This design comes from an exercise in tuning for small area, a short achievable clock period and few clock cycles on the open sky130 flow, not from production work. Where RTL was checked, it was by simulation tests only, not by an equivalence proof against the original.

## SP_wocg
module SP_wocg(
	clk,
	rst_n,
	in_valid,
	in_data,
	in_mode,
	out_valid,
	out_data
);
input clk, rst_n, in_valid;
input [2:0] in_mode;
input [8:0] in_data;
output reg out_valid;
output reg [8:0] out_data;
integer k;
function [8:0] qadd;     
	input [8:0] x, y;
	reg [9:0] s, s2;
	begin
		s  = {2'b0, x[7:0]} + {2'b0, y[7:0]};
		s2 = {2'b0, x[7:0]} + {2'b0, y[7:0]} + 10'd258;   
		if (s2[9]) qadd = {~(x[8] ^ y[8]), s2[7:0]};
		else       qadd = {x[8] ^ y[8], s[7:0]};
	end
endfunction
function [8:0] qsub;     
	input [8:0] x, y;
	reg [8:0] d, d2;
	begin
		d  = {1'b0, x[7:0]} - {1'b0, y[7:0]};
		d2 = {1'b0, x[7:0]} - {1'b0, y[7:0]} + 9'd254;
		if (d[8]) qsub = {~(x[8] ^ y[8]), d2[7:0]};
		else      qsub = {x[8] ^ y[8], d[7:0]};
	end
endfunction
function [8:0] maddq;    
	input [8:0] x, y;
	input       n;
	reg [9:0] s, s1;
	begin
		s  = {1'b0, x} + {1'b0, y ^ {9{n}}} + {9'd0, n};    
		s1 = s + (n ? 10'd509 : 10'd3);                     
		maddq = (n ? ~s[9] : s1[9]) ? s1[8:0] : s[8:0];
	end
endfunction
function [8:0] madd;     
	input [8:0] x, y;
	reg [9:0] s, s1;
	begin
		s  = {1'b0, x} + {1'b0, y};
		s1 = {1'b0, x} + {1'b0, y} + 10'd3;      
		madd = s1[9] ? s1[8:0] : s[8:0];
	end
endfunction
reg [4:0] cnt;           
reg [2:0] mode;
wire start = (cnt == 5'd0) && in_valid;
reg [4:0] os;            
always @(*) begin
	case ({mode[2], mode[1]})
		2'b00: os = 5'd6;
		2'b10: os = 5'd9;
		2'b01: os = 5'd10;
		default: os = 5'd15;
	endcase
end
wire last = (cnt == os + 5'd5);
wire [4:0] cnt_n = start ? 5'd1 : (cnt == 5'd0 || last) ? 5'd0 : cnt + 5'd1;
always @(posedge clk or negedge rst_n) begin
	if (!rst_n) cnt <= 5'd0;
	else        cnt <= cnt_n;
end
always @(posedge clk) if (start) mode <= in_mode;
reg ph_nl;       
reg ph_b;        
reg ph_k;        
reg ph_ns;       
reg ph_c;        
reg ph_s;        
reg ins;         
reg ph_o;        
reg first;       
  ...
For scale: roughly 2,700 cells after synthesis, ~190 flip-flops, roughly 25 I/O pins, roughly 18,000 um^2 of cells after synthesis.
==> flow/config.mk <==
export PLATFORM = sky130hd
export DESIGN_NAME = SP_wocg
export DESIGN_NICKNAME = SP_wocg
export VERILOG_FILES = /design/flow/design.v
export SDC_FILE = /design/flow/constraint.sdc
export NUM_CORES = 4
export LEC_CHECK = 0
export ABC_AREA = 1
export ABC_CLOCK_PERIOD_IN_PS = 3500
export CAP_MARGIN = 20
export CORE_MARGIN = 2
export CORE_UTILIZATION = 40
export SETUP_SLACK_MARGIN = 4.0
export SLEW_MARGIN = 20
export SYNTH_MEMORY_MAX_BITS = 16384
export TNS_END_PERCENT = 5
==> flow/constraint.sdc <==
create_clock -name core_clock -period 8.0 [get_ports {clk}]
set_input_delay 1.6000 -clock core_clock [delete_from_list [all_inputs] [get_ports {clk}]]
set_output_delay 1.6000 -clock core_clock [all_outputs]
set_load 0.01 [all_outputs]
run.sh (not shown) runs the stock make flow with config.mk's settings and CLKGATE_MAP_FILE= SYNTH_SCRIPT=/design/flow/synth_recipe.tcl, a recipe that flattens the netlist after the stock synthesis.
Edit:
--- a/flow/design.v
+++ b/flow/design.v
@@ -53,25 +53,26 @@
 	end
 endfunction
 reg [4:0] cnt;           
 reg [2:0] mode;
 wire start = (cnt == 5'd0) && in_valid;
 reg [4:0] os;            
 always @(*) begin
 	case ({mode[2], mode[1]})
 		2'b00: os = 5'd6;
-		2'b10: os = 5'd9;
+		2'b10: os = 5'd10;
 		2'b01: os = 5'd10;
-		default: os = 5'd15;
+		default: os = 5'd16;
 	endcase
 end
 wire last = (cnt == os + 5'd5);
 wire [4:0] cnt_n = start ? 5'd1 : (cnt == 5'd0 || last) ? 5'd0 : cnt + 5'd1;
+wire [2:0] mode_n = start ? in_mode : mode;
 always @(posedge clk or negedge rst_n) begin
 	if (!rst_n) cnt <= 5'd0;
 	else        cnt <= cnt_n;
 end
 always @(posedge clk) if (start) mode <= in_mode;
 reg ph_nl;       
 reg ph_b;        
 reg ph_k;        
 reg ph_ns;       
@@ -80,28 +81,28 @@
 reg ins;         
 reg ph_o;        
 reg first;       
 always @(posedge clk or negedge rst_n) begin
 	if (!rst_n) begin
 		ph_nl <= 1'b0; ph_b <= 1'b0; ph_k <= 1'b0;
 		ph_c <= 1'b0; ph_s <= 1'b0; ins <= 1'b0; ph_ns <= 1'b0;
 		ph_o <= 1'b0; first <= 1'b0;
 	end else begin
-		ph_nl <= (cnt >= 5'd1) && (cnt <= 5'd6);
-		first <= start;
-		ph_ns <= start || ((cnt >= 5'd1) && (cnt <= 5'd5));
-		ph_b  <= (cnt >= 5'd2) && (cnt <= 5'd7);
-		ph_k  <= mode[1] && (cnt >= 5'd6) && (cnt <= 5'd11);
-		ph_c  <= mode[1] && (cnt >= 5'd8) && (cnt <= 5'd13);
-		ph_s  <= !mode[1] && (cnt >= 5'd3) && (cnt <= 5'd8);
-		ins   <= mode[2] && (mode[1] ? (cnt >= 5'd8) && (cnt <= 5'd13)
-		                             : (cnt >= 5'd2) && (cnt <= 5'd7));
-		ph_o  <= (cnt != 5'd0) && !last && (cnt + 5'd1 >= os);
+		ph_nl <= (cnt_n >= 5'd2) && (cnt_n <= 5'd7);
+		first <= (cnt_n == 5'd1);
+		ph_ns <= (cnt_n >= 5'd1) && (cnt_n <= 5'd6);
+		ph_b  <= (cnt_n >= 5'd3) && (cnt_n <= 5'd8);
+		ph_k  <= mode_n[1] && (cnt_n >= 5'd7) && (cnt_n <= 5'd12);
+		ph_c  <= mode_n[1] && (cnt_n >= 5'd9) && (cnt_n <= 5'd14);
+		ph_s  <= !mode_n[1] && (cnt_n >= 5'd4) && (cnt_n <= 5'd9);
+		ins   <= mode_n[2] && (mode_n[1] ? (cnt_n >= 5'd10) && (cnt_n <= 5'd15)
+		                                 : (cnt_n >= 5'd4) && (cnt_n <= 5'd9));
+		ph_o  <= (cnt_n != 5'd0) && (cnt_n >= os);
 	end
 end
 reg [7:0] af_r;          
 reg       ahi_r;         
 wire      in_hi = in_data[8];
 wire [7:0] in_f = in_hi ? ~in_data[7:0] - 8'd2 : in_data[7:0];    
 always @(posedge clk) begin
 	af_r  <= in_f;
 	ahi_r <= in_hi;
@@ -635,58 +636,48 @@
 end
 always @(posedge clk) begin
 	t_r  <= exp_t;
 	tq_r <= e_in[8];
 end
 wire [8:0] v_r = tq_r ? 9'd509 - t_r : t_r;
 reg [8:0] rs [0:5];      
 reg [8:0] rc [0:5];      
 reg       rv [0:5];      
-reg [8:0] x_r;           
 wire [8:0] k_x = mode[0] ? ns : rc[0];
 wire [8:0] k_y = mode[0] ? rc[0] : ns;
 always @(posedge clk) e_in <= ph_k ? qsub(k_x, k_y) : nl_a;
 always @(posedge clk) if (ph_ns) ns <= first ? nl_a : qadd(ns, nl_a);
 wire [8:0] bval = mode[0] ? v_r : rs[2];
 wire [8:0] s_y = (mode[0] | ph_c) ? t_r : rs[2];
 wire       s_n = (mode[0] | ph_c) & tq_r;
-wire [8:0] x = mode[1] ? v_r : bval;
 reg  [5:0] gt;           
 always @(*) begin
 	for (k = 0; k < 6; k = k + 1)
-		gt[k] = (k == 2) || (rv[k] && (x < rc[k]));
+		gt[k] = (k == 3) || (rv[k] && (rc[3] < rc[k]));
 end
 always @(posedge clk) begin
 	for (k = 0; k < 6; k = k + 1) begin
 		rs[(k+1)%6] <= rs[k];
-		if (ins && gt[k]) rc[(k+1)%6] <= (gt[(k+1)%6] && k != 1) ? rc[(k+1)%6] : x;
+		if (ins && gt[k]) rc[(k+1)%6] <= gt[(k+1)%6] ? rc[(k+1)%6] : rc[3];
 		else              rc[(k+1)%6] <= rc[k];
 		rv[(k+1)%6] <= rv[k] & ~start;
 	end
 	if (in_valid) rs[0] <= in_data;
 	if (ph_nl) rc[2] <= e_in;
 	if (ph_b || ph_c) begin
 		rs[3] <= maddq(rs[2], s_y, s_n);
-		if (!ins) rc[3] <= ph_c ? v_r : mode[1] ? rc[2] : bval;
+		rc[3] <= ph_c ? v_r : mode[1] ? rc[2] : bval;
 	end
-	x_r <= bval;
-	if (ph_s) rs[4] <= madd(rs[3], x_r);
-	if (ins) rv[3] <= 1'b1;
+	if (ph_s) rs[4] <= madd(rs[3], rc[3]);
+	if (ins) rv[4] <= 1'b1;
 end
-reg [8:0] o_s, o_c;
-always @(*) begin
-	case ({mode[2], mode[1]})
-		2'b00:   begin o_s = rs[5]; o_c = rc[5]; end
-		2'b01:   begin o_s = rs[3]; o_c = rc[3]; end
-		default: begin o_s = rs[2]; o_c = rc[2]; end
-	endcase
-end
-wire [8:0] e_val = madd(o_s, o_c);
+wire       o_3 = mode[2] | mode[1];
+wire [8:0] e_val = madd(o_3 ? rs[3] : rs[5], o_3 ? rc[3] : rc[5]);
 always @(posedge clk or negedge rst_n) begin
 	if (!rst_n) begin
 		out_valid <= 1'b0;
 		out_data  <= 9'd0;
 	end else begin
 		out_valid <= ph_o;
 		out_data  <= ph_o ? e_val : 9'd0;
 	end
 end
What happened:
- The changed run produced a clean layout
- worst setup slack gets better by 0.0037 ns
- via count is lower by 5.9%
- routed wire length decreases by 3.7%
- clock skew rises by 0.0078 ns
- global-route usage stays flat
- clock-buffer cell count stays the same
- die area decreases by 3.6%
Testbench counts after the change, summed over its fixed seeds: cycles 6,708.
Only the layout flow was run in the first run of this note; the RTL was not checked for function there.

-- static timing again, ports no longer ideal --
In the flow no input, the clock included, has a driving cell. The finished layouts below were timed again as built, in two steps.
Step 1 (the two cells are an assumption about what drives the block):
set clk [get_ports {clk}]
set_driving_cell -lib_cell sky130_fd_sc_hd__clkbuf_16 $clk
set_driving_cell -lib_cell sky130_fd_sc_hd__buf_2 [delete_from_list [all_inputs] $clk]
Step 2 moves the port delays by t, midway between the first and last clock arrival at a register: inputs arrive t later, outputs are due t later. That takes back most of the time a late clock gives input paths.
Three values: no drivers, after step 1, after step 2; two values: the first two.
run | shift t [ns] | setup slack, ns | hold WS [ns] | cell pins on the clock port's net
the first run | 0.518 | 3.952 / 3.961 / 3.472 | 0.328 / 0.328 / 0.328 | 1
the second run | 0.509 | 3.956 / 3.988 / 3.479 | 0.324 / 0.324 / 0.324 | 1
After both steps every run listed still meets setup and hold. The setup slack of the first run, which loses most, moves by +0.009 ns with the drivers and by -0.480 ns with both steps.
